Background: an optimization exercise with open tools, aiming at small area. Do not read the settings as production practice. The RTL was checked by simulation tests, not by an equivalence proof against the original design. Power and IR drop assume default switching activity.

`flow/config.mk`:
```
export PLATFORM = sky130hd
export DESIGN_NAME = Axi_Lite_Uart
export DESIGN_NICKNAME = Axi_Lite_Uart
export VERILOG_FILES = /design/flow/design.v
export SDC_FILE = /design/flow/constraint.sdc
export NUM_CORES = 4
export LEC_CHECK = 0
export CAP_MARGIN = 10
export CORE_MARGIN = 2
export CORE_UTILIZATION = 65
export SLEW_MARGIN = 10
export SYNTH_HIERARCHICAL = 1
export SYNTH_MINIMUM_KEEP_SIZE = 0
```
`flow/constraint.sdc`:
```
create_clock -name core_clock -period 6.0 [get_ports {clock}]
set_input_delay 1.2000 -clock core_clock [delete_from_list [all_inputs] [get_ports {clock}]]
set_output_delay 1.2000 -clock core_clock [all_outputs]
set_load 0.01 [all_outputs]
```
`flow/design.v`:
```
`timescale 1ns / 1ps
module g_nand2 (input a, input b, output y); assign y = ~(a & b); endmodule
module g_nor2  (input a, input b, output y); assign y = ~(a | b); endmodule
module g_xnor2 (input a, input b, output y); assign y = ~(a ^ b); endmodule
module g_nor2b (input a, input bn, output y); assign y = ~a & bn; endmodule    
module g_nand2b(input an, input b, output y); assign y = an | ~b; endmodule    
module g_a21oi  (input a1, input a2, input b1, output y); assign y = ~((a1 & a2) | b1); endmodule
module g_o21ai  (input a1, input a2, input b1, output y); assign y = ~((a1 | a2) & b1); endmodule
module slice_p (
    input  q,       
    input  c,       
    input  b,       
    input  g,       
    input  z,       
    input  dv,      
    input  dh,      
    output d,       
    output cn,      
    output bn,      
    output gn       
);
    wire ns, bg, bp, gg, gp;
    g_xnor2 u_s  (.a(q), .b(c), .y(ns));               
    g_nand2 u_c  (.a(q), .b(c), .y(cn));
    g_nor2  u_d  (.a(ns), .b(z), .y(d));
    g_nor2  u_bg (.a(ns), .b(dv), .y(bg));             
    g_nand2 u_bp (.a(ns), .b(dv), .y(bp));             
    g_a21oi u_b  (.a1(bp), .a2(b), .b1(bg), .y(bn));
    g_nor2b  u_gg (.a(dh), .bn(q), .y(gg));            
    g_nand2b u_gp (.an(q), .b(dh), .y(gp));            
    g_a21oi  u_g  (.a1(gp), .a2(g), .b1(gg), .y(gn));
endmodule
module slice_n (
    input  q,
    input  cn,
    input  bn,
    input  gn,
    input  z,
    input  nv,      
    input  nh,      
    output d,
    output c,
    output b,
    output g
);
    wire s, bgn, bpn, ggn, gpn;
    g_xnor2 u_s  (.a(q), .b(cn), .y(s));               
    g_nor2b u_c  (.a(cn), .bn(q), .y(c));
    g_nor2b u_d  (.a(z), .bn(s), .y(d));
    g_nand2 u_bg (.a(s), .b(nv), .y(bgn));
    g_nor2  u_bp (.a(s), .b(nv), .y(bpn));
    g_o21ai u_b  (.a1(bpn), .a2(bn), .b1(bgn), .y(b));
    g_nand2 u_gg (.a(q), .b(nh), .y(ggn));
    g_nor2  u_gp (.a(q), .b(nh), .y(gpn));
    g_o21ai u_g  (.a1(gpn), .a2(gn), .b1(ggn), .y(g));
endmodule
module slice_0 (
    input  q,
    input  z,
    input  nv,
    input  nh,
    output d,
    output c,
    output b,
    output g
);
    assign c = q;
    assign d = ~(q | z);
    assign b = ~q | nv;
    assign g = q & nh;
endmodule
module slice_p23 (
    input  q,
    input  c,
    input  b,
    input  g,
    input  z,
    input  dv,
    output d,
    output cn,
    output bn,
    output gn
);
    wire ns, bg, bp;
    g_xnor2 u_s  (.a(q), .b(c), .y(ns));
    g_nand2 u_c  (.a(q), .b(c), .y(cn));
    g_nor2  u_d  (.a(ns), .b(z), .y(d));
    g_nor2  u_bg (.a(ns), .b(dv), .y(bg));
    g_nand2 u_bp (.a(ns), .b(dv), .y(bp));
    g_a21oi u_b  (.a1(bp), .a2(b), .b1(bg), .y(bn));
    g_nor2  u_g  (.a(q), .b(g), .y(gn));
endmodule
module g_maj3 (input a, input b, input c, output y); assign y = (a & b) | (a & c) | (b & c); endmodule
module slice_pm (
    input  q,
    input  c,
    input  b,
    input  g,
    input  z,
    input  dv,
    input  nh,
    output d,
    output cn,
    output bn,
    output go
);
    wire ns, bg, bp;
    g_xnor2 u_s  (.a(q), .b(c), .y(ns));
    g_nand2 u_c  (.a(q), .b(c), .y(cn));
    g_nor2  u_d  (.a(ns), .b(z), .y(d));
    g_nor2  u_bg (.a(ns), .b(dv), .y(bg));
    g_nand2 u_bp (.a(ns), .b(dv), .y(bp));
    g_a21oi u_b  (.a1(bp), .a2(b), .b1(bg), .y(bn));
    g_maj3  u_g  (.a(q), .b(nh), .c(g), .y(go));
endmodule
module slice_nm (
    input  q,
    input  cn,
    input  bn,
    input  g,
    input  z,
    input  nv,
    input  nh,
    output d,
    output c,
    output b,
    output go
);
    wire s, bgn, bpn;
    g_xnor2 u_s  (.a(q), .b(cn), .y(s));
    g_nor2b u_c  (.a(cn), .bn(q), .y(c));
    g_nor2b u_d  (.a(z), .bn(s), .y(d));
    g_nand2 u_bg (.a(s), .b(nv), .y(bgn));
    g_nor2  u_bp (.a(s), .b(nv), .y(bpn));
    g_o21ai u_b  (.a1(bpn), .a2(bn), .b1(bgn), .y(b));
    g_maj3  u_g  (.a(q), .b(nh), .c(g), .y(go));
endmodule
`timescale 1ns / 1ps
module uart_rx_next(tick, rxd, cnt, vld, chk, data_bit, check_bit, end_cnt, db1, cnt_n, vld_n, chk_n, in_data);
  input tick;
  wire tick;
  input rxd;
  wire rxd;
  input [3:0] cnt;
  wire [3:0] cnt;
  input vld;
  wire vld;
  input chk;
  wire chk;
  input [3:0] data_bit;
  wire [3:0] data_bit;
  input [1:0] check_bit;
  wire [1:0] check_bit;
  input [4:0] end_cnt;
  wire [4:0] end_cnt;
  input [4:0] db1;
  wire [4:0] db1;
  output [3:0] cnt_n;
  wire [3:0] cnt_n;
  output vld_n;
  wire vld_n;
  output chk_n;
  wire chk_n;
  output in_data;
  wire in_data;
  wire _00_;
  wire _01_;
  wire _02_;
  wire _03_;
  wire _04_;
  wire _05_;
  wire _06_;
  wire _07_;
  wire _08_;
  wire _09_;
  wire _10_;
  wire _11_;
  wire _12_;
  wire _13_;
  wire _14_;
  wire _15_;
  wire _16_;
  wire _17_;
  wire _18_;
  wire _19_;
  wire _20_;
  wire _21_;
  wire _22_;
  wire _23_;
  wire _24_;
  wire _25_;
  wire _26_;
  wire _27_;
  wire _28_;
  wire _29_;
  wire _30_;
  wire _31_;
  wire _32_;
  wire _33_;
  wire _34_;
  wire _35_;
  wire _36_;
  wire _37_;
  wire _38_;
  wire _39_;
  wire _40_;
  wire _41_;
  wire _42_;
  wire _43_;
  wire _44_;
  wire _45_;
  gm_clkinv_1 _46_ (
    .A(cnt[2]),
    .Y(_00_)
  );
  gm_clkinv_1 _47_ (
    .A(cnt[0]),
    .Y(_01_)
  );
  gm_clkinv_1 _48_ (
    .A(tick),
    .Y(_02_)
  );
  gm_nor2_1 _49_ (
    .A(_01_),
    .B(_02_),
    .Y(_03_)
  );
  gm_nand2_1 _50_ (
    .A(cnt[1]),
    .B(_03_),
    .Y(_04_)
  );
  gm_clkinv_1 _51_ (
    .A(rxd),
    .Y(_05_)
  );
  gm_clkinv_1 _52_ (
    .A(cnt[1]),
    .Y(_06_)
  );
  gm_clkinv_1 _53_ (
    .A(cnt[3]),
    .Y(_07_)
  );
  gm_nand4_1 _54_ (
    .A(_01_),
    .B(_06_),
    .C(_07_),
    .D(_00_),
    .Y(_08_)
  );
  gm_nor2_1 _55_ (
    .A(_07_),
    .B(end_cnt[3]),
    .Y(_09_)
  );
  gm_nand2_1 _56_ (
    .A(_00_),
    .B(end_cnt[2]),
    .Y(_10_)
  );
  gm_a21oi_1 _57_ (
    .A1(_07_),
    .A2(end_cnt[3]),
    .B1(end_cnt[4]),
    .Y(_11_)
  );
  gm_nand2_1 _58_ (
    .A(_01_),
    .B(end_cnt[0]),
    .Y(_12_)
  );
  gm_o221a_1 _59_ (
    .A1(_06_),
    .A2(end_cnt[1]),
    .B1(_01_),
    .B2(end_cnt[0]),
    .C1(_12_),
    .X(_13_)
  );
  gm_o2111ai_1 _60_ (
    .A1(_00_),
    .A2(end_cnt[2]),
    .B1(_10_),
    .C1(_11_),
    .D1(_13_),
    .Y(_14_)
  );
  gm_a211oi_1 _61_ (
    .A1(_06_),
    .A2(end_cnt[1]),
    .B1(_09_),
    .C1(_14_),
    .Y(_15_)
  );
  gm_o21bai_1 _62_ (
    .A1(_05_),
    .A2(_08_),
    .B1_N(_15_),
    .Y(_16_)
  );
  gm_nand2_1 _63_ (
    .A(tick),
    .B(_16_),
    .Y(_17_)
  );
  gm_o21ai_0 _64_ (
    .A1(_00_),
    .A2(_04_),
    .B1(_17_),
    .Y(_18_)
  );
  gm_a21oi_1 _65_ (
    .A1(_00_),
    .A2(_04_),
    .B1(_18_),
    .Y(cnt_n[2])
  );
  gm_o21ai_0 _66_ (
    .A1(cnt[1]),
    .A2(_03_),
    .B1(_04_),
    .Y(_19_)
  );
  gm_a21oi_1 _67_ (
    .A1(tick),
    .A2(_15_),
    .B1(_19_),
    .Y(cnt_n[1])
  );
  gm_o32ai_1 _68_ (
    .A1(cnt[0]),
    .A2(_02_),
    .A3(_16_),
    .B1(_01_),
    .B2(tick),
    .Y(cnt_n[0])
  );
  gm_clkinv_1 _69_ (
    .A(check_bit[1]),
    .Y(_20_)
  );
  gm_nand2_1 _70_ (
    .A(_00_),
    .B(db1[2]),
    .Y(_21_)
  );
  gm_o22ai_1 _71_ (
    .A1(_07_),
    .A2(db1[3]),
    .B1(_06_),
    .B2(db1[1]),
    .Y(_22_)
  );
  gm_a211oi_1 _72_ (
    .A1(_01_),
    .A2(db1[0]),
    .B1(db1[4]),
    .C1(_22_),
    .Y(_23_)
  );
  gm_nor2_1 _73_ (
    .A(_01_),
    .B(db1[0]),
    .Y(_24_)
  );
  gm_a221oi_1 _74_ (
    .A1(_06_),
    .A2(db1[1]),
    .B1(_07_),
    .B2(db1[3]),
    .C1(_24_),
    .Y(_25_)
  );
  gm_o2111ai_1 _75_ (
    .A1(_00_),
    .A2(db1[2]),
    .B1(_21_),
    .C1(_23_),
    .D1(_25_),
    .Y(_26_)
  );
  gm_clkinv_1 _76_ (
    .A(chk),
    .Y(_27_)
  );
  gm_o22ai_1 _77_ (
    .A1(_05_),
    .A2(chk),
    .B1(rxd),
    .B2(_27_),
    .Y(_28_)
  );
  gm_nor4_1 _78_ (
    .A(_20_),
    .B(check_bit[0]),
    .C(_26_),
    .D(_28_),
    .Y(_29_)
  );
  gm_nor2_1 _79_ (
    .A(_01_),
    .B(data_bit[0]),
    .Y(_30_)
  );
  gm_nor2_1 _80_ (
    .A(_06_),
    .B(data_bit[1]),
    .Y(_31_)
  );
  gm_nor2_1 _81_ (
    .A(_00_),
    .B(data_bit[2]),
    .Y(_32_)
  );
  gm_nor2_1 _82_ (
    .A(_07_),
    .B(data_bit[3]),
    .Y(_33_)
  );
  gm_nor2b_1 _83_ (
    .A(cnt[3]),
    .B_N(data_bit[3]),
    .Y(_34_)
  );
  gm_a2111oi_0 _84_ (
    .A1(_00_),
    .A2(data_bit[2]),
    .B1(_32_),
    .C1(_33_),
    .D1(_34_),
    .Y(_35_)
  );
  gm_a22oi_1 _85_ (
    .A1(_01_),
    .A2(data_bit[0]),
    .B1(_06_),
    .B2(data_bit[1]),
    .Y(_36_)
  );
  gm_nor4bb_1 _86_ (
    .A(_30_),
    .B(_31_),
    .C_N(_35_),
    .D_N(_36_),
    .Y(_37_)
  );
  gm_clkinv_1 _87_ (
    .A(_28_),
    .Y(_38_)
  );
  gm_o21ai_0 _88_ (
    .A1(_38_),
    .A2(_26_),
    .B1(check_bit[0]),
    .Y(_39_)
  );
  gm_o211a_1 _89_ (
    .A1(check_bit[0]),
    .A2(_37_),
    .B1(_20_),
    .C1(_39_),
    .X(_40_)
  );
  gm_o32a_1 _90_ (
    .A1(_02_),
    .A2(_29_),
    .A3(_40_),
    .B1(tick),
    .B2(vld),
    .X(vld_n)
  );
  gm_or4_1 _91_ (
    .A(cnt[3]),
    .B(_04_),
    .C(_16_),
    .D(_00_),
    .X(_41_)
  );
  gm_o21ai_0 _92_ (
    .A1(_07_),
    .A2(_18_),
    .B1(_41_),
    .Y(cnt_n[3])
  );
  gm_nor2_1 _93_ (
    .A(_33_),
    .B(_32_),
    .Y(_42_)
  );
  gm_o21ai_0 _94_ (
    .A1(_36_),
    .A2(_31_),
    .B1(_35_),
    .Y(_43_)
  );
  gm_o21a_1 _95_ (
    .A1(_42_),
    .A2(_34_),
    .B1(_43_),
    .X(_44_)
  );
  gm_o21ai_0 _96_ (
    .A1(_37_),
    .A2(_44_),
    .B1(_08_),
    .Y(_45_)
  );
  gm_clkinv_1 _97_ (
    .A(_45_),
    .Y(in_data)
  );
  gm_o32ai_1 _98_ (
    .A1(_02_),
    .A2(_38_),
    .A3(_45_),
    .B1(tick),
    .B2(_27_),
    .Y(chk_n)
  );
endmodule
module gm_a2111oi_0 (input A1, input A2, input B1, input C1, input D1, output Y); assign Y = (~A1&~B1&~C1&~D1) | (~A2&~B1&~C1&~D1); endmodule
module gm_a211oi_1 (input A1, input A2, input B1, input C1, output Y); assign Y = (~A1&~B1&~C1) | (~A2&~B1&~C1); endmodule
module gm_a21oi_1 (input A1, input A2, input B1, output Y); assign Y = (~A1&~B1) | (~A2&~B1); endmodule
module gm_a221oi_1 (input A1, input A2, input B1, input B2, input C1, output Y); assign Y = (~A1&~B1&~C1) | (~A1&~B2&~C1) | (~A2&~B1&~C1) | (~A2&~B2&~C1); endmodule
module gm_a22oi_1 (input A1, input A2, input B1, input B2, output Y); assign Y = (~A1&~B1) | (~A1&~B2) | (~A2&~B1) | (~A2&~B2); endmodule
module gm_clkinv_1 (input A, output Y); assign Y = (~A); endmodule
module gm_nand2_1 (input A, input B, output Y); assign Y = (~A) | (~B); endmodule
module gm_nand4_1 (input A, input B, input C, input D, output Y); assign Y = (~A) | (~B) | (~C) | (~D); endmodule
module gm_nor2_1 (input A, input B, output Y); assign Y = (~A&~B); endmodule
module gm_nor2b_1 (input A, input B_N, output Y); assign Y = (~A&B_N); endmodule
module gm_nor4_1 (input A, input B, input C, input D, output Y); assign Y = (~A&~B&~C&~D); endmodule
module gm_nor4bb_1 (input A, input B, input C_N, input D_N, output Y); assign Y = (~A&~B&C_N&D_N); endmodule
module gm_o2111ai_1 (input A1, input A2, input B1, input C1, input D1, output Y); assign Y = (~A1&~A2) | (~B1) | (~C1) | (~D1); endmodule
module gm_o211a_1 (input A1, input A2, input B1, input C1, output X); assign X = (A1&B1&C1) | (A2&B1&C1); endmodule
module gm_o21a_1 (input A1, input A2, input B1, output X); assign X = (A1&B1) | (A2&B1); endmodule
module gm_o21ai_0 (input A1, input A2, input B1, output Y); assign Y = (~A1&~A2) | (~B1); endmodule
module gm_o21bai_1 (input A1, input A2, input B1_N, output Y); assign Y = (~A1&~A2) | (B1_N); endmodule
module gm_o221a_1 (input A1, input A2, input B1, input B2, input C1, output X); assign X = (A1&B1&C1) | (A2&B1&C1) | (A1&B2&C1) | (A2&B2&C1); endmodule
module gm_o22ai_1 (input A1, input A2, input B1, input B2, output Y); assign Y = (~B1&~B2) | (~A1&~A2); endmodule
module gm_o32a_1 (input A1, input A2, input A3, input B1, input B2, output X); assign X = (A1&B1) | (A1&B2) | (A2&B1) | (A3&B1) | (A2&B2) | (A3&B2); endmodule
module gm_o32ai_1 (input A1, input A2, input A3, input B1, input B2, output Y); assign Y = (~A1&~A2&~A3) | (~B1&~B2); endmodule
module gm_or4_1 (input A, input B, input C, input D, output X); assign X = (A) | (B) | (C) | (D); endmodule
`timescale 1ns / 1ps
module uart_tx_next(tick, cts_in, valid, cnt, rdy, chk, sr0, sr1, q0, out, cts, data_bit, check_bit, sum_ds, end_cnt, cnt_n, rdy_n, chk_n, sr0_n, out_n, cts_n
, active);
  input tick;
  wire tick;
  input cts_in;
  wire cts_in;
  input valid;
  wire valid;
  input [3:0] cnt;
  wire [3:0] cnt;
  input rdy;
  wire rdy;
  input chk;
  wire chk;
  input sr0;
  wire sr0;
  input sr1;
  wire sr1;
  input q0;
  wire q0;
  input out;
  wire out;
  input cts;
  wire cts;
  input [3:0] data_bit;
  wire [3:0] data_bit;
  input [1:0] check_bit;
  wire [1:0] check_bit;
  input [4:0] sum_ds;
  wire [4:0] sum_ds;
  input [4:0] end_cnt;
  wire [4:0] end_cnt;
  output [3:0] cnt_n;
  wire [3:0] cnt_n;
  output rdy_n;
  wire rdy_n;
  output chk_n;
  wire chk_n;
  output sr0_n;
  wire sr0_n;
  output out_n;
  wire out_n;
  output cts_n;
  wire cts_n;
  output active;
  wire active;
  wire _000_;
  wire _001_;
  wire _002_;
  wire _003_;
  wire _004_;
  wire _005_;
  wire _006_;
  wire _007_;
  wire _008_;
  wire _009_;
  wire _010_;
  wire _011_;
  wire _012_;
  wire _013_;
  wire _014_;
  wire _015_;
  wire _016_;
  wire _017_;
  wire _018_;
  wire _019_;
  wire _020_;
  wire _021_;
  wire _022_;
  wire _023_;
  wire _024_;
  wire _025_;
  wire _026_;
  wire _027_;
  wire _028_;
  wire _029_;
  wire _030_;
  wire _031_;
  wire _032_;
  wire _033_;
  wire _034_;
  wire _035_;
  wire _036_;
  wire _037_;
  wire _038_;
  wire _039_;
  wire _040_;
  wire _041_;
  wire _042_;
  wire _043_;
  wire _044_;
  wire _045_;
  wire _046_;
  wire _047_;
  wire _048_;
  wire _049_;
  wire _050_;
  wire _051_;
  wire _052_;
  wire _053_;
  wire _054_;
  wire _055_;
  wire _056_;
  wire _057_;
  wire _058_;
  wire _059_;
  wire _060_;
  wire _061_;
  wire _062_;
  wire _063_;
  wire _064_;
  wire _065_;
  wire _066_;
  gm_clkinv_1 _067_ (
    .A(cnt[0]),
    .Y(_014_)
  );
  gm_clkinv_1 _068_ (
    .A(cnt[1]),
    .Y(_015_)
  );
  gm_nor2_1 _069_ (
    .A(_014_),
    .B(_015_),
    .Y(_016_)
  );
  gm_clkinv_1 _070_ (
    .A(cnt[2]),
    .Y(_017_)
  );
  gm_clkinv_1 _071_ (
    .A(_016_),
    .Y(_018_)
  );
  gm_nor2_1 _072_ (
    .A(_017_),
    .B(_018_),
    .Y(_019_)
  );
  gm_clkinv_1 _073_ (
    .A(_019_),
    .Y(_020_)
  );
  gm_o21ai_0 _074_ (
    .A1(cnt[2]),
    .A2(_016_),
    .B1(_020_),
    .Y(_021_)
  );
  gm_clkinv_1 _075_ (
    .A(tick),
    .Y(_022_)
  );
  gm_nor2_1 _076_ (
    .A(rdy),
    .B(_022_),
    .Y(_023_)
  );
  gm_clkinv_1 _077_ (
    .A(_023_),
    .Y(_024_)
  );
  gm_o22ai_1 _078_ (
    .A1(_017_),
    .A2(end_cnt[2]),
    .B1(_015_),
    .B2(end_cnt[1]),
    .Y(_025_)
  );
  gm_nand2_1 _079_ (
    .A(_014_),
    .B(end_cnt[0]),
    .Y(_026_)
  );
  gm_a211oi_1 _080_ (
    .A1(_017_),
    .A2(end_cnt[2]),
    .B1(end_cnt[4]),
    .C1(_022_),
    .Y(_027_)
  );
  gm_nand2_1 _081_ (
    .A(end_cnt[3]),
    .B(cnt[3]),
    .Y(_028_)
  );
  gm_o21ai_0 _082_ (
    .A1(end_cnt[3]),
    .A2(cnt[3]),
    .B1(_028_),
    .Y(_029_)
  );
  gm_o2111ai_1 _083_ (
    .A1(_014_),
    .A2(end_cnt[0]),
    .B1(_026_),
    .C1(_027_),
    .D1(_029_),
    .Y(_030_)
  );
  gm_a211oi_1 _084_ (
    .A1(_015_),
    .A2(end_cnt[1]),
    .B1(_025_),
    .C1(_030_),
    .Y(_031_)
  );
  gm_a221oi_1 _085_ (
    .A1(_021_),
    .A2(_023_),
    .B1(_017_),
    .B2(_024_),
    .C1(_031_),
    .Y(cnt_n[2])
  );
  gm_o21ai_0 _086_ (
    .A1(cnt[0]),
    .A2(cnt[1]),
    .B1(_018_),
    .Y(_032_)
  );
  gm_a221oi_1 _087_ (
    .A1(_015_),
    .A2(_024_),
    .B1(_023_),
    .B2(_032_),
    .C1(_031_),
    .Y(cnt_n[1])
  );
  gm_a221oi_1 _088_ (
    .A1(cnt[0]),
    .A2(_023_),
    .B1(_014_),
    .B2(_024_),
    .C1(_031_),
    .Y(cnt_n[0])
  );
  gm_clkinv_1 _089_ (
    .A(cts),
    .Y(_033_)
  );
  gm_clkinv_1 _090_ (
    .A(cts_in),
    .Y(_034_)
  );
  gm_nand4_1 _091_ (
    .A(rdy),
    .B(valid),
    .C(_033_),
    .D(_034_),
    .Y(_035_)
  );
  gm_clkinv_1 _092_ (
    .A(_035_),
    .Y(active)
  );
  gm_nor2_1 _093_ (
    .A(_022_),
    .B(_035_),
    .Y(_036_)
  );
  gm_clkinv_1 _094_ (
    .A(sr0),
    .Y(_037_)
  );
  gm_nor3_1 _095_ (
    .A(_037_),
    .B(_023_),
    .C(_036_),
    .Y(_038_)
  );
  gm_a221o_1 _096_ (
    .A1(q0),
    .A2(_036_),
    .B1(sr1),
    .B2(_023_),
    .C1(_038_),
    .X(sr0_n)
  );
  gm_clkinv_1 _097_ (
    .A(chk),
    .Y(_039_)
  );
  gm_a22oi_1 _098_ (
    .A1(_014_),
    .A2(data_bit[0]),
    .B1(_015_),
    .B2(data_bit[1]),
    .Y(_040_)
  );
  gm_nor2_1 _099_ (
    .A(_014_),
    .B(data_bit[0]),
    .Y(_041_)
  );
  gm_nor2_1 _100_ (
    .A(_015_),
    .B(data_bit[1]),
    .Y(_042_)
  );
  gm_nor2_1 _101_ (
    .A(_041_),
    .B(_042_),
    .Y(_043_)
  );
  gm_clkinv_1 _102_ (
    .A(cnt[3]),
    .Y(_044_)
  );
  gm_nor2_1 _103_ (
    .A(_044_),
    .B(data_bit[3]),
    .Y(_045_)
  );
  gm_a21o_1 _104_ (
    .A1(_044_),
    .A2(data_bit[3]),
    .B1(_045_),
    .X(_046_)
  );
  gm_nor2_1 _105_ (
    .A(_017_),
    .B(data_bit[2]),
    .Y(_047_)
  );
  gm_a211oi_1 _106_ (
    .A1(_017_),
    .A2(data_bit[2]),
    .B1(_046_),
    .C1(_047_),
    .Y(_048_)
  );
  gm_nand3_1 _107_ (
    .A(_040_),
    .B(_043_),
    .C(_048_),
    .Y(_049_)
  );
  gm_o221ai_1 _108_ (
    .A1(_037_),
    .A2(_039_),
    .B1(sr0),
    .B2(chk),
    .C1(_049_),
    .Y(_050_)
  );
  gm_o22ai_1 _109_ (
    .A1(tick),
    .A2(_039_),
    .B1(_022_),
    .B2(_050_),
    .Y(chk_n)
  );
  gm_nor2_1 _110_ (
    .A(check_bit[0]),
    .B(check_bit[1]),
    .Y(_051_)
  );
  gm_o21ai_0 _111_ (
    .A1(_044_),
    .A2(_020_),
    .B1(sum_ds[4]),
    .Y(_052_)
  );
  gm_o31ai_1 _112_ (
    .A1(_044_),
    .A2(_020_),
    .A3(sum_ds[4]),
    .B1(_052_),
    .Y(_053_)
  );
  gm_nand2_1 _113_ (
    .A(sum_ds[1]),
    .B(_032_),
    .Y(_054_)
  );
  gm_o21ai_0 _114_ (
    .A1(sum_ds[1]),
    .A2(_032_),
    .B1(_054_),
    .Y(_055_)
  );
  gm_nand2_1 _115_ (
    .A(sum_ds[2]),
    .B(_021_),
    .Y(_056_)
  );
  gm_nor2_1 _116_ (
    .A(_044_),
    .B(sum_ds[3]),
    .Y(_057_)
  );
  gm_a21oi_1 _117_ (
    .A1(_044_),
    .A2(sum_ds[3]),
    .B1(_057_),
    .Y(_058_)
  );
  gm_nand2_1 _118_ (
    .A(_020_),
    .B(_058_),
    .Y(_059_)
  );
  gm_o21ai_0 _119_ (
    .A1(_020_),
    .A2(_058_),
    .B1(_059_),
    .Y(_060_)
  );
  gm_o211ai_1 _120_ (
    .A1(sum_ds[2]),
    .A2(_021_),
    .B1(_056_),
    .C1(_060_),
    .Y(_061_)
  );
  gm_nor2_1 _121_ (
    .A(cnt[0]),
    .B(sum_ds[0]),
    .Y(_062_)
  );
  gm_a21oi_1 _122_ (
    .A1(cnt[0]),
    .A2(sum_ds[0]),
    .B1(_062_),
    .Y(_063_)
  );
  gm_nor4b_1 _123_ (
    .A(_053_),
    .B(_055_),
    .C(_061_),
    .D_N(_063_),
    .Y(_064_)
  );
  gm_o22ai_1 _124_ (
    .A1(check_bit[0]),
    .A2(check_bit[1]),
    .B1(_017_),
    .B2(sum_ds[2]),
    .Y(_065_)
  );
  gm_nor2_1 _125_ (
    .A(cnt[1]),
    .B(sum_ds[1]),
    .Y(_066_)
  );
  gm_a21oi_1 _126_ (
    .A1(cnt[1]),
    .A2(sum_ds[1]),
    .B1(_066_),
    .Y(_000_)
  );
  gm_a2111oi_0 _127_ (
    .A1(_017_),
    .A2(sum_ds[2]),
    .B1(_065_),
    .C1(_000_),
    .D1(_063_),
    .Y(_001_)
  );
  gm_a22oi_1 _128_ (
    .A1(_051_),
    .A2(_064_),
    .B1(_058_),
    .B2(_001_),
    .Y(_002_)
  );
  gm_nor2_1 _129_ (
    .A(_022_),
    .B(_002_),
    .Y(_003_)
  );
  gm_nor2_1 _130_ (
    .A(rdy),
    .B(_003_),
    .Y(_004_)
  );
  gm_nor2_1 _131_ (
    .A(_036_),
    .B(_004_),
    .Y(rdy_n)
  );
  gm_nor2_1 _132_ (
    .A(_020_),
    .B(_024_),
    .Y(_005_)
  );
  gm_nor2_1 _133_ (
    .A(cnt[3]),
    .B(_005_),
    .Y(_006_)
  );
  gm_a211oi_1 _134_ (
    .A1(cnt[3]),
    .A2(_005_),
    .B1(_006_),
    .C1(_031_),
    .Y(cnt_n[3])
  );
  gm_nor2_1 _135_ (
    .A(chk),
    .B(check_bit[1]),
    .Y(_007_)
  );
  gm_a2111oi_0 _136_ (
    .A1(chk),
    .A2(check_bit[1]),
    .B1(_051_),
    .C1(_007_),
    .D1(_049_),
    .Y(_008_)
  );
  gm_nor3_1 _137_ (
    .A(_017_),
    .B(data_bit[2]),
    .C(_046_),
    .Y(_009_)
  );
  gm_o21a_1 _138_ (
    .A1(_040_),
    .A2(_042_),
    .B1(_048_),
    .X(_010_)
  );
  gm_or3_1 _139_ (
    .A(sr0),
    .B(_045_),
    .C(_010_),
    .X(_011_)
  );
  gm_nor3_1 _140_ (
    .A(rdy),
    .B(_009_),
    .C(_011_),
    .Y(_012_)
  );
  gm_nand2_1 _141_ (
    .A(_022_),
    .B(out),
    .Y(_013_)
  );
  gm_o41ai_1 _142_ (
    .A1(_022_),
    .A2(active),
    .A3(_008_),
    .A4(_012_),
    .B1(_013_),
    .Y(out_n)
  );
  gm_o22ai_1 _143_ (
    .A1(_022_),
    .A2(_034_),
    .B1(tick),
    .B2(_033_),
    .Y(cts_n)
  );
endmodule
module gm_a21o_1 (input A1, input A2, input B1, output X); assign X = (A1&A2) | (B1); endmodule
module gm_a221o_1 (input A1, input A2, input B1, input B2, input C1, output X); assign X = (B1&B2) | (A1&A2) | (C1); endmodule
module gm_nand3_1 (input A, input B, input C, output Y); assign Y = (~A) | (~B) | (~C); endmodule
module gm_nor3_1 (input A, input B, input C, output Y); assign Y = (~A&~B&~C); endmodule
module gm_nor4b_1 (input A, input B, input C, input D_N, output Y); assign Y = (~A&~B&~C&D_N); endmodule
module gm_o211ai_1 (input A1, input A2, input B1, input C1, output Y); assign Y = (~A1&~A2) | (~B1) | (~C1); endmodule
module gm_o221ai_1 (input A1, input A2, input B1, input B2, input C1, output Y); assign Y = (~B1&~B2) | (~A1&~A2) | (~C1); endmodule
module gm_o31ai_1 (input A1, input A2, input A3, input B1, output Y); assign Y = (~A1&~A2&~A3) | (~B1); endmodule
module gm_o41ai_1 (input A1, input A2, input A3, input A4, input B1, output Y); assign Y = (~A1&~A2&~A3&~A4) | (~B1); endmodule
module gm_or3_1 (input A, input B, input C, output X); assign X = (A) | (B) | (C); endmodule
`timescale 1ns / 1ps
module g_a222oi (input a1, input a2, input b1, input b2, input c1, input c2, output y);
    assign y = ~((a1 & a2) | (b1 & b2) | (c1 & c2));
endmodule
module g_a22oi (input a1, input a2, input b1, input b2, output y);
    assign y = ~((a1 & a2) | (b1 & b2));
endmodule
module g_nand3 (input a, input b, input c, output y); assign y = ~(a & b & c); endmodule
module sel9 (input [8:0] s, input [8:0] d, output y);
    wire n0, n1, n2;
    g_a222oi u0 (.a1(s[0]), .a2(d[0]), .b1(s[1]), .b2(d[1]), .c1(s[2]), .c2(d[2]), .y(n0));
    g_a222oi u1 (.a1(s[3]), .a2(d[3]), .b1(s[4]), .b2(d[4]), .c1(s[5]), .c2(d[5]), .y(n1));
    g_a222oi u2 (.a1(s[6]), .a2(d[6]), .b1(s[7]), .b2(d[7]), .c1(s[8]), .c2(d[8]), .y(n2));
    g_nand3  u3 (.a(n0), .b(n1), .c(n2), .y(y));
endmodule
module sel4 (input [3:0] s, input [3:0] d, output y);
    wire n0, n1;
    g_a222oi u0 (.a1(s[0]), .a2(d[0]), .b1(s[1]), .b2(d[1]), .c1(s[2]), .c2(d[2]), .y(n0));
    g_nand2  u1 (.a(s[3]), .b(d[3]), .y(n1));
    g_nand2  u2 (.a(n0), .b(n1), .y(y));
endmodule
module sel5 (input [4:0] s, input [4:0] d, output y);
    wire n0, n1;
    g_a222oi u0 (.a1(s[0]), .a2(d[0]), .b1(s[1]), .b2(d[1]), .c1(s[2]), .c2(d[2]), .y(n0));
    g_a22oi  u1 (.a1(s[3]), .a2(d[3]), .b1(s[4]), .b2(d[4]), .y(n1));
    g_nand2  u2 (.a(n0), .b(n1), .y(y));
endmodule
module g_inv (input a, output y); assign y = ~a; endmodule
module sel3 (input [2:0] s, input [2:0] d, output y);
    wire n0;
    g_a222oi u0 (.a1(s[0]), .a2(d[0]), .b1(s[1]), .b2(d[1]), .c1(s[2]), .c2(d[2]), .y(n0));
    g_inv    u1 (.a(n0), .y(y));
endmodule
module sel2 (input [1:0] s, input [1:0] d, output y);
    wire n0;
    g_a22oi u0 (.a1(s[0]), .a2(d[0]), .b1(s[1]), .b2(d[1]), .y(n0));
    g_inv   u1 (.a(n0), .y(y));
endmodule
module g_nand4 (input a, input b, input c, input d, output y); assign y = ~(a & b & c & d); endmodule
module sel10 (input [9:0] s, input [9:0] d, output y);
    wire n0, n1, n2, n3;
    g_a222oi u0 (.a1(s[0]), .a2(d[0]), .b1(s[1]), .b2(d[1]), .c1(s[2]), .c2(d[2]), .y(n0));
    g_a222oi u1 (.a1(s[3]), .a2(d[3]), .b1(s[4]), .b2(d[4]), .c1(s[5]), .c2(d[5]), .y(n1));
    g_a222oi u2 (.a1(s[6]), .a2(d[6]), .b1(s[7]), .b2(d[7]), .c1(s[8]), .c2(d[8]), .y(n2));
    g_nand2  u3 (.a(s[9]), .b(d[9]), .y(n3));
    g_nand4  u4 (.a(n0), .b(n1), .c(n2), .d(n3), .y(y));
endmodule
`timescale 1ns / 1ps
module Axi_Lite_Uart (
    input         clock,
    input         reset,           
    input  [15:0] s_axi_awaddr,
    input         s_axi_awvalid,
    output        s_axi_awready,
    input  [31:0] s_axi_wdata,
    input         s_axi_wvalid,
    output        s_axi_wready,
    output [1:0]  s_axi_bresp,
    output        s_axi_bvalid,
    input         s_axi_bready,
    input  [15:0] s_axi_araddr,
    input         s_axi_arvalid,
    output        s_axi_arready,
    output [31:0] s_axi_rdata,
    output [1:0]  s_axi_rresp,
    output        s_axi_rvalid,
    input         s_axi_rready,
    input         RxD,
    output        TxD,
    input         CTS,
    output        RTS
);
    genvar k;
    integer i;
    reg        r_awready, r_wready, r_bvalid, r_bresp, r_arready, r_rvalid;
    reg [1:0]  r_awsel;           
    reg        r_awaddr_hz;       
    reg [2:0]  r_arsel;           
    reg [31:0] r_reg1, r_reg2, r_reg3, r_rdata;
    reg        r_rx_valid_d, r_tx_ready_d, tx_ren, tx_ren_lock;
    wire       tx_ready;          
    reg        rx_valid2;         
    wire       tx_full, tx_empty, rx_full, rx_empty;
    reg        tx_rvalid;
    reg  [7:0] rx_q;              
    assign s_axi_awready = r_awready;
    assign s_axi_wready  = r_wready;
    assign s_axi_bvalid  = r_bvalid;
    assign s_axi_bresp   = {r_bresp, 1'b0};
    assign s_axi_arready = r_arready;
    assign s_axi_rvalid  = r_rvalid;
    assign s_axi_rresp   = 2'b00;
    assign s_axi_rdata   = r_rdata;
    assign RTS           = rx_full;
    wire wen     = r_wready & s_axi_wvalid;
    wire rden    = r_rvalid & s_axi_rready;
    wire tx_wen  = r_bvalid & s_axi_bready & (s_axi_awaddr[3:0] == 4'h4);
    wire rx_wen  = rx_valid2 & ~r_rx_valid_d;
    wire rx_ren  = r_arready & s_axi_arvalid;
    wire tx_ready_pe = tx_ready & ~r_tx_ready_d;
    wire r_tx_valid = tx_ren_lock & ~tx_ren & ~tx_rvalid;
    wire [31:0] wd  = s_axi_wdata & {32{reset}};
    wire        wra = wen & r_awaddr_hz;
    wire        we1 = ~reset | (wra & (r_awsel == 2'd1));
    wire        we2 = ~reset | (wra & (r_awsel == 2'd2));
    wire        we3 = ~reset | (wra & (r_awsel == 2'd3));
    always @(posedge clock) begin
        if (we1) r_reg1 <= wd;
        if (we2) r_reg2 <= wd;
        if (we3) r_reg3 <= wd;
    end
    wire        rde = rden & r_awaddr_hz;
    wire        rse = reset & rde;
    wire        rs0 = rse & r_arsel[2];
    wire        rs1 = rse & (r_arsel == 3'd1);
    wire        rs2 = rse & (r_arsel == 3'd2);
    wire        rs3 = rse & (r_arsel == 3'd3);
    wire        rsh = reset & ~rde;
    wire [31:0] rd_nxt;
    generate for (k = 0; k < 32; k = k + 1) begin : rdmux
        if (k < 8) begin : lo
            sel5 u (.s({rsh, rs0, rs3, rs2, rs1}),
                    .d({r_rdata[k], rx_q[k], r_reg3[k], r_reg2[k], r_reg1[k]}), .y(rd_nxt[k]));
        end else begin : hi
            sel4 u (.s({rsh, rs3, rs2, rs1}),
                    .d({r_rdata[k], r_reg3[k], r_reg2[k], r_reg1[k]}), .y(rd_nxt[k]));
        end
    end endgenerate
    always @(posedge clock) r_rdata <= rd_nxt;
    always @(posedge clock) begin
        if (~reset) begin
            r_awready   <= 1'b0;
            r_awsel     <= 2'd0;
            r_awaddr_hz <= 1'b1;
            r_wready    <= 1'b0;
            r_bvalid    <= 1'b0;
            r_bresp     <= 1'b0;
            r_arready   <= 1'b0;
            r_arsel     <= 3'd4;
            r_rvalid    <= 1'b0;
            r_rx_valid_d <= 1'b0;
            r_tx_ready_d <= 1'b1;
            tx_ren      <= 1'b0;
            tx_ren_lock <= 1'b0;
        end else begin
            r_awready <= ~r_awready & s_axi_awvalid;
            if (r_awready & s_axi_awvalid) begin
                r_awsel     <= (s_axi_awaddr[3:0] == 4'h4) ? 2'd1 :
                               (s_axi_awaddr[3:0] == 4'h8) ? 2'd2 :
                               (s_axi_awaddr[3:0] == 4'hc) ? 2'd3 : 2'd0;
                r_awaddr_hz <= (s_axi_awaddr[15:4] == 12'h0);
            end
            r_wready <= ~r_wready & s_axi_wvalid;
            r_bvalid <= r_bvalid ? ~s_axi_bready : wen;
            if (~r_bvalid & wen & tx_full)
                r_bresp <= 1'b1;
            else if ((r_awready & ~r_bvalid & wen) | tx_ready)
                r_bresp <= 1'b0;
            r_arready <= ~r_arready & s_axi_arvalid;
            if (~r_arready & s_axi_arvalid)
                r_arsel  <= (s_axi_araddr[3:0] == 4'h0) ? 3'd4 :
                            (s_axi_araddr[3:0] == 4'h4) ? 3'd1 :
                            (s_axi_araddr[3:0] == 4'h8) ? 3'd2 :
                            (s_axi_araddr[3:0] == 4'hc) ? 3'd3 : 3'd0;
            r_rvalid <= r_rvalid ? ~s_axi_rready : s_axi_arvalid;
            r_rx_valid_d <= rx_valid2;
            r_tx_ready_d <= tx_ready;
            if (tx_ren)
                tx_ren <= 1'b0;
            else if (tx_ready & ~tx_empty & ~tx_ren_lock)
                tx_ren <= 1'b1;
            if (tx_ren)
                tx_ren_lock <= 1'b1;
            else if (tx_ready_pe)
                tx_ren_lock <= 1'b0;
        end
    end
    reg rst_d1, rst_d2;
    always @(posedge clock or negedge reset) begin
        if (~reset) begin
            rst_d1 <= 1'b0;
            rst_d2 <= 1'b0;
        end else begin
            rst_d1 <= 1'b1;
            rst_d2 <= rst_d1;
        end
    end
    reg [7:0] tx_mem [0:7];
    reg [7:0] rx_mem [0:7];
    reg [3:0] tx_cnt, rx_cnt;
    reg       tx_q0;              
    reg [7:0] rx_hold;            
    assign tx_full  = tx_cnt[3];
    assign tx_empty = (tx_cnt == 4'd0);
    assign rx_full  = rx_cnt[3];
    assign rx_empty = (rx_cnt == 4'd0);
    wire tx_push = tx_wen & ~tx_full;
    wire tx_pop  = tx_ren & ~tx_empty;
    wire rx_push = rx_wen & ~rx_full;
    wire rx_pop  = rx_ren & ~rx_empty;
    wire [8:0] tx_sel, rx_sel;
    generate for (k = 0; k < 7; k = k + 1) begin : rsel
        assign tx_sel[k] = tx_pop & (tx_cnt[2:0] == k + 1);
        assign rx_sel[k] = rx_pop & (rx_cnt[2:0] == k + 1);    
    end endgenerate
    assign tx_sel[7] = tx_pop & tx_cnt[3];
    assign rx_sel[7] = rx_pop & rx_cnt[3];
    assign tx_sel[8] = ~tx_pop;
    assign rx_sel[8] = ~rx_pop & rst_d2;
    wire       tx_q0_nxt;
    wire [7:0] rx_q_nxt;
    sel9 u_tx_q0 (.s(tx_sel), .d({tx_q0, tx_mem[7][0], tx_mem[6][0], tx_mem[5][0], tx_mem[4][0],
                  tx_mem[3][0], tx_mem[2][0], tx_mem[1][0], tx_mem[0][0]}), .y(tx_q0_nxt));
    generate for (k = 0; k < 8; k = k + 1) begin : rmux
        sel9 u_rx (.s(rx_sel), .d({rx_q[k], rx_mem[7][k], rx_mem[6][k], rx_mem[5][k], rx_mem[4][k],
                   rx_mem[3][k], rx_mem[2][k], rx_mem[1][k], rx_mem[0][k]}), .y(rx_q_nxt[k]));
    end endgenerate
    always @(posedge clock) begin
        if (tx_push) begin
            tx_mem[0] <= r_reg1[7:0];
            for (i = 1; i < 8; i = i + 1) tx_mem[i] <= tx_mem[i-1];
        end
        if (rx_push) begin
            rx_mem[0] <= rx_hold;
            for (i = 1; i < 8; i = i + 1) rx_mem[i] <= rx_mem[i-1];
        end
        tx_q0 <= tx_q0_nxt;
        rx_q <= rx_q_nxt;
    end
    always @(posedge clock or negedge rst_d2) begin
        if (~rst_d2) begin
            tx_cnt    <= 4'd0;
            rx_cnt    <= 4'd0;
            tx_rvalid <= 1'b0;
        end else begin
            tx_cnt    <= tx_cnt + {3'd0, tx_push} - {3'd0, tx_pop};
            rx_cnt    <= rx_cnt + {3'd0, rx_push} - {3'd0, rx_pop};
            tx_rvalid <= tx_pop;
        end
    end
    wire [23:0] div_num   = r_reg2[23:0];
    wire [3:0]  data_bit  = r_reg2[31:28];
    wire [1:0]  stop_bit  = r_reg2[27:26];
    wire [1:0]  check_bit = r_reg2[25:24];
    wire [4:0]  sum_ds   = {1'b0, data_bit} + {3'b0, stop_bit};    
    wire [4:0]  sum_ds1  = sum_ds + 5'd1;                          
    wire [4:0]  db1      = {1'b0, data_bit} + 5'd1;                
    wire        par_none = (check_bit == 2'd0);
    wire [4:0]  end_cnt  = par_none ? {1'b0, sum_ds[3:0]} : sum_ds1;
    wire [23:0] nl = ~div_num;
    wire        div_zero = ~|div_num;
    reg  [23:0] tx_div_cnt, rx_div_cnt;
    reg         tx_u_clk, tx_u_clk_d, rx_u_clk, rx_u_clk_d;
    wire        tx_tick = tx_u_clk & ~tx_u_clk_d;
    wire        rx_tick = rx_u_clk & ~rx_u_clk_d;
    wire        rx_clr;
    wire [23:0] tx_nxt, rx_nxt;
    wire [24:0] tx_c, rx_c, tx_b, rx_b, tx_g, rx_g;
    wire        tx_z, rx_z;
    slice_0 u_tx_s0 (.q(tx_div_cnt[0]), .z(tx_z), .nv(nl[0]), .nh(nl[1]),
        .d(tx_nxt[0]), .c(tx_c[1]), .b(tx_b[1]), .g(tx_g[1]));
    slice_0 u_rx_s0 (.q(rx_div_cnt[0]), .z(rx_z), .nv(nl[0]), .nh(nl[1]),
        .d(rx_nxt[0]), .c(rx_c[1]), .b(rx_b[1]), .g(rx_g[1]));
    generate for (k = 1; k < 24; k = k + 1) begin : slice
        wire dh = (k < 23) ? div_num[k+1] : 1'b0;
        wire nh = (k < 23) ? nl[k+1] : 1'b1;
        if (k == 23) begin : p
            slice_p23 u_tx (.q(tx_div_cnt[k]), .c(tx_c[k]), .b(tx_b[k]), .g(tx_g[k]), .z(tx_z),
                .dv(div_num[k]), .d(tx_nxt[k]), .cn(tx_c[k+1]), .bn(tx_b[k+1]), .gn(tx_g[k+1]));
            slice_p23 u_rx (.q(rx_div_cnt[k]), .c(rx_c[k]), .b(rx_b[k]), .g(rx_g[k]), .z(rx_z),
                .dv(div_num[k]), .d(rx_nxt[k]), .cn(rx_c[k+1]), .bn(rx_b[k+1]), .gn(rx_g[k+1]));
        end else if (k <= 8 && k % 2 == 1) begin : pm
            slice_pm u_tx (.q(tx_div_cnt[k]), .c(tx_c[k]), .b(tx_b[k]), .g(tx_g[k]), .z(tx_z),
                .dv(div_num[k]), .nh(nh), .d(tx_nxt[k]), .cn(tx_c[k+1]), .bn(tx_b[k+1]), .go(tx_g[k+1]));
            slice_pm u_rx (.q(rx_div_cnt[k]), .c(rx_c[k]), .b(rx_b[k]), .g(rx_g[k]), .z(rx_z),
                .dv(div_num[k]), .nh(nh), .d(rx_nxt[k]), .cn(rx_c[k+1]), .bn(rx_b[k+1]), .go(rx_g[k+1]));
        end else if (k <= 8) begin : nm
            slice_nm u_tx (.q(tx_div_cnt[k]), .cn(tx_c[k]), .bn(tx_b[k]), .g(tx_g[k]), .z(tx_z),
                .nv(nl[k]), .nh(nh), .d(tx_nxt[k]), .c(tx_c[k+1]), .b(tx_b[k+1]), .go(tx_g[k+1]));
            slice_nm u_rx (.q(rx_div_cnt[k]), .cn(rx_c[k]), .bn(rx_b[k]), .g(rx_g[k]), .z(rx_z),
                .nv(nl[k]), .nh(nh), .d(rx_nxt[k]), .c(rx_c[k+1]), .b(rx_b[k+1]), .go(rx_g[k+1]));
        end else if (k % 2 == 1) begin : p
            slice_p u_tx (.q(tx_div_cnt[k]), .c(tx_c[k]), .b(tx_b[k]), .g(tx_g[k]), .z(tx_z),
                .dv(div_num[k]), .dh(dh), .d(tx_nxt[k]), .cn(tx_c[k+1]), .bn(tx_b[k+1]), .gn(tx_g[k+1]));
            slice_p u_rx (.q(rx_div_cnt[k]), .c(rx_c[k]), .b(rx_b[k]), .g(rx_g[k]), .z(rx_z),
                .dv(div_num[k]), .dh(dh), .d(rx_nxt[k]), .cn(rx_c[k+1]), .bn(rx_b[k+1]), .gn(rx_g[k+1]));
        end else begin : n
            slice_n u_tx (.q(tx_div_cnt[k]), .cn(tx_c[k]), .bn(tx_b[k]), .gn(tx_g[k]), .z(tx_z),
                .nv(nl[k]), .nh(nh), .d(tx_nxt[k]), .c(tx_c[k+1]), .b(tx_b[k+1]), .g(tx_g[k+1]));
            slice_n u_rx (.q(rx_div_cnt[k]), .cn(rx_c[k]), .bn(rx_b[k]), .gn(rx_g[k]), .z(rx_z),
                .nv(nl[k]), .nh(nh), .d(rx_nxt[k]), .c(rx_c[k+1]), .b(rx_b[k+1]), .g(rx_g[k+1]));
        end
    end endgenerate
    wire tx_wrap = ~((tx_c[24] & div_zero) | (tx_c[24] & tx_b[24]) | (div_zero & tx_b[24]));
    wire rx_wrap = ~((rx_c[24] & div_zero) | (rx_c[24] & rx_b[24]) | (div_zero & rx_b[24]));
    assign tx_z = tx_wrap | ~reset;
    assign rx_z = rx_clr | rx_wrap | ~reset;
    always @(posedge clock) begin
        tx_div_cnt <= tx_nxt;
        rx_div_cnt <= rx_nxt;
    end
    always @(posedge clock or negedge reset) begin
        if (~reset) begin
            tx_u_clk   <= 1'b0;
            tx_u_clk_d <= 1'b0;
            rx_u_clk   <= 1'b0;
            rx_u_clk_d <= 1'b0;
        end else begin
            tx_u_clk   <= tx_g[24];
            tx_u_clk_d <= tx_u_clk;
            rx_u_clk   <= ~rx_clr & rx_g[24];
            rx_u_clk_d <= rx_u_clk;
        end
    end
    wire       rx_valid;          
    wire [7:0] rx_data;           
    reg [2:0] ov;                 
    reg       ov_a;               
    reg       ov_lock;            
    reg       rx_valid_d;
    reg       rx_valid1;
    wire start_edge = (ov == 3'b000) & ov_a;
    wire rx_end     = ~rx_valid & rx_valid_d;
    wire lock_nxt   = rx_end ? 1'b0 : start_edge ? 1'b1 : ov_lock;
    assign rx_clr   = ~ov_lock | ~lock_nxt;
    always @(posedge clock or negedge reset) begin
        if (~reset) begin
            ov          <= 3'd0;
            ov_a        <= 1'b0;
            ov_lock     <= 1'b0;
            rx_valid_d  <= 1'b0;
            rx_valid1   <= 1'b0;
            rx_valid2   <= 1'b0;
        end else begin
            ov          <= ov_lock ? 3'b111 : {ov[1:0], RxD};
            ov_a        <= ov[2];
            ov_lock     <= lock_nxt;
            rx_valid_d  <= rx_valid;
            if (tx_tick) begin
                rx_valid1 <= rx_valid;
                rx_valid2 <= rx_valid1;
            end
        end
    end
    always @(posedge clock) begin
        if (tx_tick & rx_valid & ~rx_valid1) rx_hold <= rx_data;
    end
    reg [3:0] rx_cnt_u;
    reg [7:0] rx_sr;
    reg       rx_vld, rx_chk;
    wire [3:0] rx_cnt_n;
    wire       rx_vld_n, rx_chk_n, rx_in_data;
    uart_rx_next u_rx_next (.tick(rx_tick), .rxd(RxD), .cnt(rx_cnt_u), .vld(rx_vld), .chk(rx_chk),
        .data_bit(data_bit), .check_bit(check_bit), .end_cnt(end_cnt), .db1(db1),
        .cnt_n(rx_cnt_n), .vld_n(rx_vld_n), .chk_n(rx_chk_n), .in_data(rx_in_data));
    assign rx_valid = rx_vld;
    assign rx_data  = rx_sr;
    wire       rsr_sh = reset & rx_tick & rx_in_data;
    wire       rsr_hd = reset & ~(rx_tick & rx_in_data);
    wire [7:0] rsr_nxt;
    wire [8:0] rsr_in = {RxD, rx_sr};
    generate for (k = 0; k < 8; k = k + 1) begin : rsr
        sel2 u (.s({rsr_hd, rsr_sh}), .d({rx_sr[k], rsr_in[k+1]}), .y(rsr_nxt[k]));
    end endgenerate
    always @(posedge clock) rx_sr <= rsr_nxt;
    always @(posedge clock or negedge reset) begin
        if (~reset) begin
            rx_cnt_u <= 4'd0;
            rx_vld   <= 1'b0;
            rx_chk   <= 1'b0;
        end else begin
            rx_cnt_u <= rx_cnt_n;
            rx_vld   <= rx_vld_n;
            rx_chk   <= rx_chk_n;
        end
    end
    reg       tx_out, tx_rdy, tx_chk, tx_cts;
    reg [3:0] tx_cnt_u;
    reg       tx_sr0;             
    reg [7:1] tx_sr_hi;           
    wire [7:0] tx_sr = {tx_sr_hi, tx_sr0};
    assign TxD      = tx_out;
    assign tx_ready = tx_rdy;
    wire [3:0] tx_cnt_n;
    wire       tx_rdy_n, tx_chk_n, tx_sr0_n, tx_out_n, tx_cts_n, tx_active;
    uart_tx_next u_tx_next (.tick(tx_tick), .cts_in(CTS), .valid(r_tx_valid), .cnt(tx_cnt_u),
        .rdy(tx_rdy), .chk(tx_chk), .sr0(tx_sr0), .sr1(tx_sr[1]), .q0(tx_q0), .out(tx_out), .cts(tx_cts),
        .data_bit(data_bit), .check_bit(check_bit), .sum_ds(sum_ds), .end_cnt(end_cnt),
        .cnt_n(tx_cnt_n), .rdy_n(tx_rdy_n), .chk_n(tx_chk_n), .sr0_n(tx_sr0_n), .out_n(tx_out_n),
        .cts_n(tx_cts_n), .active(tx_active));
    wire       tsr_sh = tx_tick & ~tx_active & ~tx_rdy & ~tx_pop;
    wire       tsr_hd = ~tx_pop & ~(tx_tick & ~tx_active & ~tx_rdy);
    wire [7:1] tsr_nxt;
    generate for (k = 1; k < 8; k = k + 1) begin : tsr
        if (k < 7) begin : m
            sel10 u (.s({tsr_hd, tsr_sh, tx_sel[7:0]}),
                     .d({tx_sr_hi[k], tx_sr_hi[k+1], tx_mem[7][k], tx_mem[6][k], tx_mem[5][k], tx_mem[4][k],
                         tx_mem[3][k], tx_mem[2][k], tx_mem[1][k], tx_mem[0][k]}), .y(tsr_nxt[k]));
        end else begin : t
            sel9 u (.s({tsr_hd, tx_sel[7:0]}),
                    .d({tx_sr_hi[k], tx_mem[7][k], tx_mem[6][k], tx_mem[5][k], tx_mem[4][k],
                        tx_mem[3][k], tx_mem[2][k], tx_mem[1][k], tx_mem[0][k]}), .y(tsr_nxt[k]));
        end
    end endgenerate
    always @(posedge clock) tx_sr_hi <= tsr_nxt;
    always @(posedge clock or negedge reset) begin
        if (~reset) begin
            tx_cts   <= 1'b1;
            tx_rdy   <= 1'b1;
            tx_cnt_u <= 4'd0;
            tx_sr0   <= 1'b0;
            tx_out   <= 1'b1;
            tx_chk   <= 1'b0;
        end else begin
            tx_cts   <= tx_cts_n;
            tx_rdy   <= tx_rdy_n;
            tx_cnt_u <= tx_cnt_n;
            tx_sr0   <= tx_sr0_n;
            tx_out   <= tx_out_n;
            tx_chk   <= tx_chk_n;
        end
    end
endmodule
```
`flow/flow/run.sh`:
```
#!/bin/bash
# Standard ORFS layout (the standard.sh) with these changes:
#  - ABC maps with a 1 fF output load, so the one-gate modules of the
#    hierarchical synthesis come out at drive strength 1;
#  - port buffers use the smallest buffer cell instead of the resizer's pick;
#  - CTS uses clkbuf_8, clusters up to 18 sinks within 110 um and inserts
#    no dummy loads.
# make's full output goes to standard.log; ORFS keeps per-step logs in orfs/logs.
set -euo pipefail
bash standard.sh \
  "BUFFER_PORTS_ARGS=-buffer_cell sky130_fd_sc_hd__buf_1" \
  "CTS_ARGS=-sink_clustering_enable -repair_clock_nets -dont_use_dummy_load -sink_clustering_size 18 -sink_clustering_max_diameter 110 -buf_list sky130_fd_sc_hd__clkbuf_8" \
  "ABC_LOAD_IN_FF=1" \
  finish > standard.log 2>&1
```
`flow/standard.sh`:
```
#!/bin/bash
# synth_recipe.tcl (not shown) runs the flow's synth.tcl, then flattens the netlist and writes it again
# the make line also repeats each setting of config.mk as NAME=value (left out here)
make -C /OpenROAD-flow-scripts/flow DESIGN_CONFIG=/design/flow/config.mk WORK_HOME=/design/flow/orfs CLKGATE_MAP_FILE= SYNTH_SCRIPT=/design/flow/synth_recipe.tcl "${@:-finish}"
```
==> notes.md <==
routing by layer:
layer,part of all wire,vias up,global-route usage
li1,-,5200,-
met1,0.42,5114,0.3345
met2,0.50,319,0.4402
met3,0.053,55,0.03461
met4,0.027,0,0.07589
met5,0,-,0
power by group through the flow:
stage               registers (µW)  logic, µW  clock network, µW
floorplan                     3190        529                  0
finish                        3200        711               1120
detailed placement            3260        707                  0
global route                  3230        806               1240
CTS                           3200        709               1150
global placement              3250        670                  0
registers in the layout, indices dropped and copies added (netlist names), 4 cells and up:
| name | count |
|---|---|
| rx_mem | 64 |
| tx_mem | 64 |
| r_rdata | 32 |
| r_reg1 | 32 |
| r_reg2 | 32 |
| r_reg3 | 32 |
| rx_div_cnt | 24 |
| tx_div_cnt | 24 |
| rx_hold | 8 |
| rx_q | 8 |
| rx_sr | 8 |
| tx_sr_hi | 7 |
| rx_cnt | 4 |
| rx_cnt_u | 4 |
| tx_cnt | 4 |
| tx_cnt_u | 4 |
layout make-up:
cell class              count  area [µm²]
well taps                 324       405.4
flip-flops and latches    390       10320
fillers                  1765        6945
repair buffers            113       474.2
clock buffers              25       344.1
diodes                      2       5.005
inverters                  83       311.5
multi-input cells         865        5368
Yosys stat by module (local to each module, per instance), excerpt:
module | times used | flip-flops and latches
g_a21oi | 38 | 0
g_maj3 | 16 | 0
g_nand4 | 6 | 0
g_nor2 | 86 | 0
gm_a2111oi_0 | 3 | 0
gm_a21o_1 | 1 | 0
gm_a21oi_1 | 6 | 0
gm_nor4bb_1 | 1 | 0
gm_o21ai_0 | 12 | 0
gm_o22ai_1 | 6 | 0
gm_o32ai_1 | 2 | 0
gm_or3_1 | 1 | 0
slice_0 | 2 | 0
worst register-to-register path: cells and delay by family (launching register included):
family                 cells  cell delay, ns
AO/OA/AOI/OAI              3            0.37
XOR/XNOR                   1            0.20
buffers and inverters      1            0.23
flip-flops                 1            0.43
AND/OR/NAND/NOR           25            3.97
logic make-up after synthesis:
kind of cell	count (synthesis)	share of synthesized area
simple gates	511	0.1520
flops	390	0.6469
compound gates	257	0.1174
buf+inv	95	0.02383
xor+xnor	57	0.03128
fa+ha+maj	33	0.02603
mux	3	0.002117
other cells	2	0.0004706
per-stage QoR:
step / hold WS (ns) / instances / total power [µW] / util / area (µm²)
4_1_cts: 0.2284 / 1800 / 5059 / 0.7118 / 17210
5_1_grt: 0.2434 / 1801 / 5269 / 0.7126 / 17230
3_5_place_dp: 0.2150 / 1775 / 3963 / 0.6976 / 16860
2_1_floorplan: 0.1137 / 1350 / 3722 / - / 15980
3_3_place_gp: 0.2212 / 1775 / 3916 / 0.6976 / 16860
6_report: 0.1993 / 1802 / 5031 / 0.7127 / 17230
synthesized netlist by cell type (6+ instances only):
cell type / count
sky130_fd_sc_hd__edfxtp_1: 232
sky130_fd_sc_hd__nand2_1: 175
sky130_fd_sc_hd__nor2_1: 138
sky130_fd_sc_hd__dfxtp_1: 120
sky130_fd_sc_hd__inv_1: 83
sky130_fd_sc_hd__a222oi_1: 80
sky130_fd_sc_hd__nor2b_1: 61
sky130_fd_sc_hd__a21oi_1: 54
sky130_fd_sc_hd__xnor2_1: 52
sky130_fd_sc_hd__o21ai_1: 48
sky130_fd_sc_hd__and2_0: 37
sky130_fd_sc_hd__dfrtp_1: 35
sky130_fd_sc_hd__a22oi_1: 21
sky130_fd_sc_hd__nand2b_1: 21
sky130_fd_sc_hd__nand3_1: 17
sky130_fd_sc_hd__maj3_2: 16
sky130_fd_sc_hd__ha_1: 14
sky130_fd_sc_hd__nor3_1: 14
sky130_fd_sc_hd__nand4_1: 13
sky130_fd_sc_hd__nor4_1: 9
sky130_fd_sc_hd__a211oi_1: 7
sky130_fd_sc_hd__o21ai_0: 7
sky130_fd_sc_hd__o22ai_1: 7
sky130_fd_sc_hd__buf_4: 6
worst max-delay path by stage:
stage | start | to | slack, ns | depth (start not counted)
floorplan | tx_div_cnt[0] | tx_div_cnt[11] | 0.99 | 30
global placement | r_reg2[1] | rx_u_clk | 0.83 | 26
detailed placement | tx_div_cnt[0] | tx_div_cnt[8] | 0.68 | 30
CTS | tx_div_cnt[0] | tx_div_cnt[10] | 0.60 | 30
global route | tx_div_cnt[0] | tx_div_cnt[10] | 0.02 | 30
finish | tx_div_cnt[0] | tx_div_cnt[10] | 0.72 | 30
repair_timing:
| action | CTS | global route |
|---|---|---|
| hold endpoints to repair | 0 | 0 |
| setup endpoints to repair | 0 | 25 |
| resized for setup | 0 | 3 |
==> results.tsv <==
metric	value	unit
run_status	complete, no violations	
cp_max_fo	15	
rsz0062_at_grt	no	
antenna_left	0	
timing.reg2reg.setup_slack	0.72	ns
route.detailed.vias_per_inst	5.931	
synthesis.area_per_instance	11.84	µm²
area.growth.synth_to_final	7.973	%
initialDrtViolationCount	1225	
min_path_type	register to asynchronous set/reset pin	
setup_ws	0.7170	ns
layout_common_cells	232 x sky130_fd_sc_hd__edfxtp_1, 175 x sky130_fd_sc_hd__nand2_1, 137 x sky130_fd_sc_hd__nor2_1, 120 x sky130_fd_sc_hd__dfxtp_1, 99 x sky130_fd_sc_hd__buf_1	
synth_top_area_cell	sky130_fd_sc_hd__edfxtp_1	
global_route_wire_length_before_repair	51.91	mm
placementRows	57	
tritoncts_clock_tree	done	
synth.cell_area	15960	µm²
finalNetCount	1568	
critical_path_source_type	register	
slowest_delay	0.43	ns
worst_setup_hold_path_clk_slew	0.12	ns
worst_ep_required_time	6.47	ns
overall_die_width	160.7	µm
numPortBuffers	100	
critical_path.top_delay_family	simple AND/OR/NAND/NOR gates	
vdd.ir_drop.worst	0.2032	mV
worstSkewPairLatency	0.58	ns
synth-async-reset-ratio	0.09744	
ctsHoldBuffers	0	
critPathCaptureType	register	
ffs_latches_synth	390	
ioPinCount	116	
yosys_warnings	9	
seqPwrFrac	0.636	
crit_slowest_cell	sky130_fd_sc_hd__dfxtp_1	
maxSlewViolCount	0	
largest_cells_by_area_after_synthesis	sky130_fd_sc_hd__edfxtp_1 44%, sky130_fd_sc_hd__dfxtp_1 15%, sky130_fd_sc_hd__dfrtp_1 5.5%, sky130_fd_sc_hd__a222oi_1 5.0%, sky130_fd_sc_hd__nand2_1 4.1%	
post-cts-setup-buffer-count	0	
total_leakage_power	0.006121	µW
finalClockSkew	0.05157	ns
ctsHtreeMaxLevel	1	
postSynth.topFlopCell	sky130_fd_sc_hd__edfxtp_1	
gpl.final_weighted_congestion	0.8482	
grt_use_total	0.2526	
drc	0	
firstDrtPassIters	9	
timing.critical_path.mode_cell	sky130_fd_sc_hd__nand2_1	
cell_internal_pwr	3683	µW
placement_stage_worst_setup_slack	0.6843	ns
netlist-cell-type-count	59	
timing.slew.headroom	0.2331	
setup_viol	0	
grt_antenna_before_repair	2	
timing.final.hold_violations	0	
setup.worst_path.class	register to register	
hpwl	22.81	mm
cts.sinks	390	
power-per-cell-area	292.0	nW/µm²
dieHeight	160.7	µm
power_switching	1349	µW
layout_worst_path_cycle_share	0.8805	
cp_data_arrival_time	5.76	ns
fmax	0.1893	GHz
yosys.area.top_type_share	0.4365	
route.detailed.wl_per_inst	18.19	µm
tightest_slew	1.150	ns
final.min_clock_period	5.283	ns
cts.root.buffer_cell	sky130_fd_sc_hd__clkbuf_8	
cts_buffer_depth	3	
grt_pass1_vias	10169	
combinational_fraction_of_design_power	0.141	
switching_share	0.2681	
largest_net_degree_at_the_start_of_global_routing	65	
max_cap_viols	0	
share_of_post_route_cells_with_drive_strength_above_1	0.05556	
start_util	0.6601	
dr_total_vias	10688	
sum_of_negative_setup_slack	0	ns
routed_wirelength	32.77	mm
cts_buffers	25	
path_buf_inv	1	
grt_remaining_overflow	0	
synth_cells	1348	
core_region_area	24180	µm²
regToRegEndpoint	tx_div_cnt[10]	
timing.reg2reg.worst_path_depth	30	
mostFrequentLayoutCell	sky130_fd_sc_hd__edfxtp_1	
post_synthesis_sequential_area_ratio	0.6469	
die_area	25820	µm²
rr_startpoint	tx_div_cnt[0]	
synth-edff-count	232	
p_clk_frac	0.223	

[afterwards: timing with drivers on the ports]
Ports are ideal in the flow. The routed layout listed here was re-timed in OpenROAD.
Step 1 (the two cells are an assumption about what drives the block):
set clk [get_ports {clock}]
set_driving_cell -lib_cell sky130_fd_sc_hd__clkbuf_16 $clk
set_driving_cell -lib_cell sky130_fd_sc_hd__buf_2 [delete_from_list [all_inputs] $clk]
Step 2 also shifts input and output timing later by t, the mid clock arrival at the registers, as if the neighbouring blocks saw the same clock.
Three values: ideal, step 1, step 2; two values: the first two.
shift t [ns]: 0.604
setup slack, ns: 0.717 / 0.717 / 0.717
pins driven straight from the clock port: 1
After both steps this run still meets setup and hold. The setup slack of this run moves by 0.000 ns with the drivers and by 0.000 ns with both steps.
